Background: an optimization exercise with open tools, aiming at small area. Do not read the settings as production practice. The RTL was checked by simulation tests, not by an equivalence proof against the original design.

Design tpuv1, start of the top module:
module tpuv1
  (
    input clk, rst_n, r_w,  
    input [63:0] dataIn,
    output [63:0] dataOut,
    input [15:0] addr
  );
Size: ~8900 cells after synthesis, about 2200 flip-flops, about 150 I/O pins, ~120000 um^2 of cells after synthesis.
Settings: LEC_CHECK=0, CAP_MARGIN=0, CORE_MARGIN=2, CORE_UTILIZATION=50, CTS_BUF_LIST=sky130_fd_sc_hd__clkbuf_16, CTS_CLUSTER_DIAMETER=60, CTS_CLUSTER_SIZE=30, PLACE_DENSITY=0.6, SLEW_MARGIN=0, SYNTH_HIERARCHICAL=1; clock period 10.0 ns.
standard.sh (not shown) runs the stock make flow with config.mk's settings and CLKGATE_MAP_FILE= SYNTH_SCRIPT=/design/flow/synth_recipe.tcl, a recipe that flattens the netlist after the stock synthesis.
==> flow/flow/run.sh <==
#!/bin/bash
# The standard layout (standard.sh, the ORFS flow with flow/config.mk's
# settings), with two changes passed to ORFS through its own variables:
#  - clock tree synthesis without dummy loads (clkbuf_16, clusters of 30);
#  - the port buffers are buf_1 cells.
set -euo pipefail
export CTS_ARGS="-sink_clustering_enable -repair_clock_nets -sink_clustering_size 30 -sink_clustering_max_diameter 60 -buf_list sky130_fd_sc_hd__clkbuf_16 -dont_use_dummy_load"
export BUFFER_PORTS_ARGS="-buffer_cell sky130_fd_sc_hd__buf_1"
bash standard.sh > standard.log 2>&1
Next try:
==> flow/flow/run.sh (replaced) <==
#!/bin/bash
# The standard layout (standard.sh, the ORFS flow with flow/config.mk's
# settings), with two changes passed to ORFS through its own variables:
#  - clock tree synthesis without dummy loads (clkbuf_16, clusters of up to 30 within 100 um);
#  - the port buffers are buf_1 cells.
set -euo pipefail
export CTS_ARGS="-sink_clustering_enable -repair_clock_nets -sink_clustering_size 30 -sink_clustering_max_diameter 100 -buf_list sky130_fd_sc_hd__clkbuf_16 -dont_use_dummy_load"
export BUFFER_PORTS_ARGS="-buffer_cell sky130_fd_sc_hd__buf_1"
bash standard.sh > standard.log 2>&1
--- a/flow/config.mk
+++ b/flow/config.mk
@@ -8,9 +8,9 @@
 export CAP_MARGIN = 0
 export CORE_MARGIN = 2
-export CORE_UTILIZATION = 50
+export CORE_UTILIZATION = 55
 export CTS_BUF_LIST = sky130_fd_sc_hd__clkbuf_16
-export CTS_CLUSTER_DIAMETER = 60
+export CTS_CLUSTER_DIAMETER = 100
 export CTS_CLUSTER_SIZE = 30
-export PLACE_DENSITY = 0.6
+export PLACE_DENSITY = 0.7
 export SLEW_MARGIN = 0
 export SYNTH_HIERARCHICAL = 1
Outcome: The changed run reached the layout checks and failed them: capacitance limit, slew limit. Final area falls slightly. Sequential cell count does not change. Wire length decreases by a few percent. Die area falls by roughly a tenth. Non-clock buffer count falls by 14.
Next try:
--- a/flow/config.mk
+++ b/flow/config.mk
@@ -8,9 +8,9 @@
 export CAP_MARGIN = 0
 export CORE_MARGIN = 2
-export CORE_UTILIZATION = 55
+export CORE_UTILIZATION = 45
 export CTS_BUF_LIST = sky130_fd_sc_hd__clkbuf_16
 export CTS_CLUSTER_DIAMETER = 100
 export CTS_CLUSTER_SIZE = 30
-export PLACE_DENSITY = 0.7
+export PLACE_DENSITY = 0.6
 export SLEW_MARGIN = 0
 export SYNTH_HIERARCHICAL = 1
What happened:
- The new run ran to the end with no violations
- die area climbs by about 22%
- count of clock-buffer cells in the layout climbs by 4
- worst hold slack degrades by 0.048 ns
Next try:
==> flow/run.sh (new file) <==
#!/bin/bash
# synth_recipe.tcl (not shown) runs the flow's synth.tcl, then flattens the netlist and writes it again
# the make line also repeats each setting of config.mk as NAME=value (left out here)
make -C /OpenROAD-flow-scripts/flow DESIGN_CONFIG=/design/flow/config.mk WORK_HOME=/design/flow/orfs CLKGATE_MAP_FILE= SYNTH_SCRIPT=/design/flow/synth_recipe.tcl finish
==> flow/config.mk (replaced) <==
export PLATFORM = sky130hd
export DESIGN_NAME = tpuv1
export DESIGN_NICKNAME = tpuv1
export VERILOG_FILES = /design/flow/design.v
export SDC_FILE = /design/flow/constraint.sdc
export NUM_CORES = 4
export LEC_CHECK = 0
export CAP_MARGIN = 10
export CORE_MARGIN = 2
export CORE_UTILIZATION = 45
export CTS_BUF_LIST = sky130_fd_sc_hd__clkbuf_16
export CTS_CLUSTER_DIAMETER = 60
export CTS_CLUSTER_SIZE = 30
export PLACE_DENSITY = 0.55
export SLEW_MARGIN = 10
export SYNTH_HIERARCHICAL = 1
removed: flow/flow/run.sh
removed: flow/standard.sh
Outcome: Clock-buffer cell count rises by 78. Utilization rises by 1.8 points. Final area is higher by a few percent. Setup slack is worse by 0.033 ns. Die area is unchanged. Hold slack gains 0.066 ns.
Next try:
--- a/flow/config.mk
+++ b/flow/config.mk
@@ -9,7 +9,7 @@
 export CORE_MARGIN = 2
 export CORE_UTILIZATION = 45
-export CTS_BUF_LIST = sky130_fd_sc_hd__clkbuf_16
-export CTS_CLUSTER_DIAMETER = 60
-export CTS_CLUSTER_SIZE = 30
+export CTS_BUF_LIST = sky130_fd_sc_hd__clkbuf_8
+export CTS_CLUSTER_DIAMETER = 45
+export CTS_CLUSTER_SIZE = 16
 export PLACE_DENSITY = 0.55
 export SLEW_MARGIN = 10
Result: Design area increases by 0.45%; hold slack degrades by 0.075 ns; setup slack is better by 0.019 ns; cell count rose by 1.8%; wire length came out higher by 0.50%; area after synthesis is unchanged; global-route usage went up by 0.24 points; core utilization increases by 0.23 points.

-- static timing again, ports no longer ideal --
No port has a modelled driver above. Below, the same layouts with a new extraction and two added sets of constraints.
Step 1, drivers: a clkbuf_16 drives clk and a buf_2 each remaining input, both assumed.
Step 2, shift: input delay + t, output delay - t, t = (earliest + latest rising clock arrival at the registers) / 2. This alone moves slack from input paths to output paths.
Three values: no drivers, after step 1, after step 2; two values: the first two.
| run | t, ns | slack for setup (ns) | slew at the worst register clock pin (ns) | pins driven straight from the clock port |
|---|---|---|---|---|
| the first run | 0.925 | 0.620 / 0.620 / 0.620 | 0.11 / 0.11 | 1 |
| the second run | 0.859 | 0.456 / 0.456 / 0.456 | 0.12 / 0.12 | 1 |
| the third run | 0.869 | 0.620 / 0.620 / 0.620 | 0.12 / 0.12 | 1 |
| the fourth run | 0.983 | 0.587 / 0.587 / 0.587 | 0.11 / 0.11 | 1 |
| the fifth run | 1.127 | 0.606 / 0.606 / 0.606 | 0.10 / 0.10 | 1 |
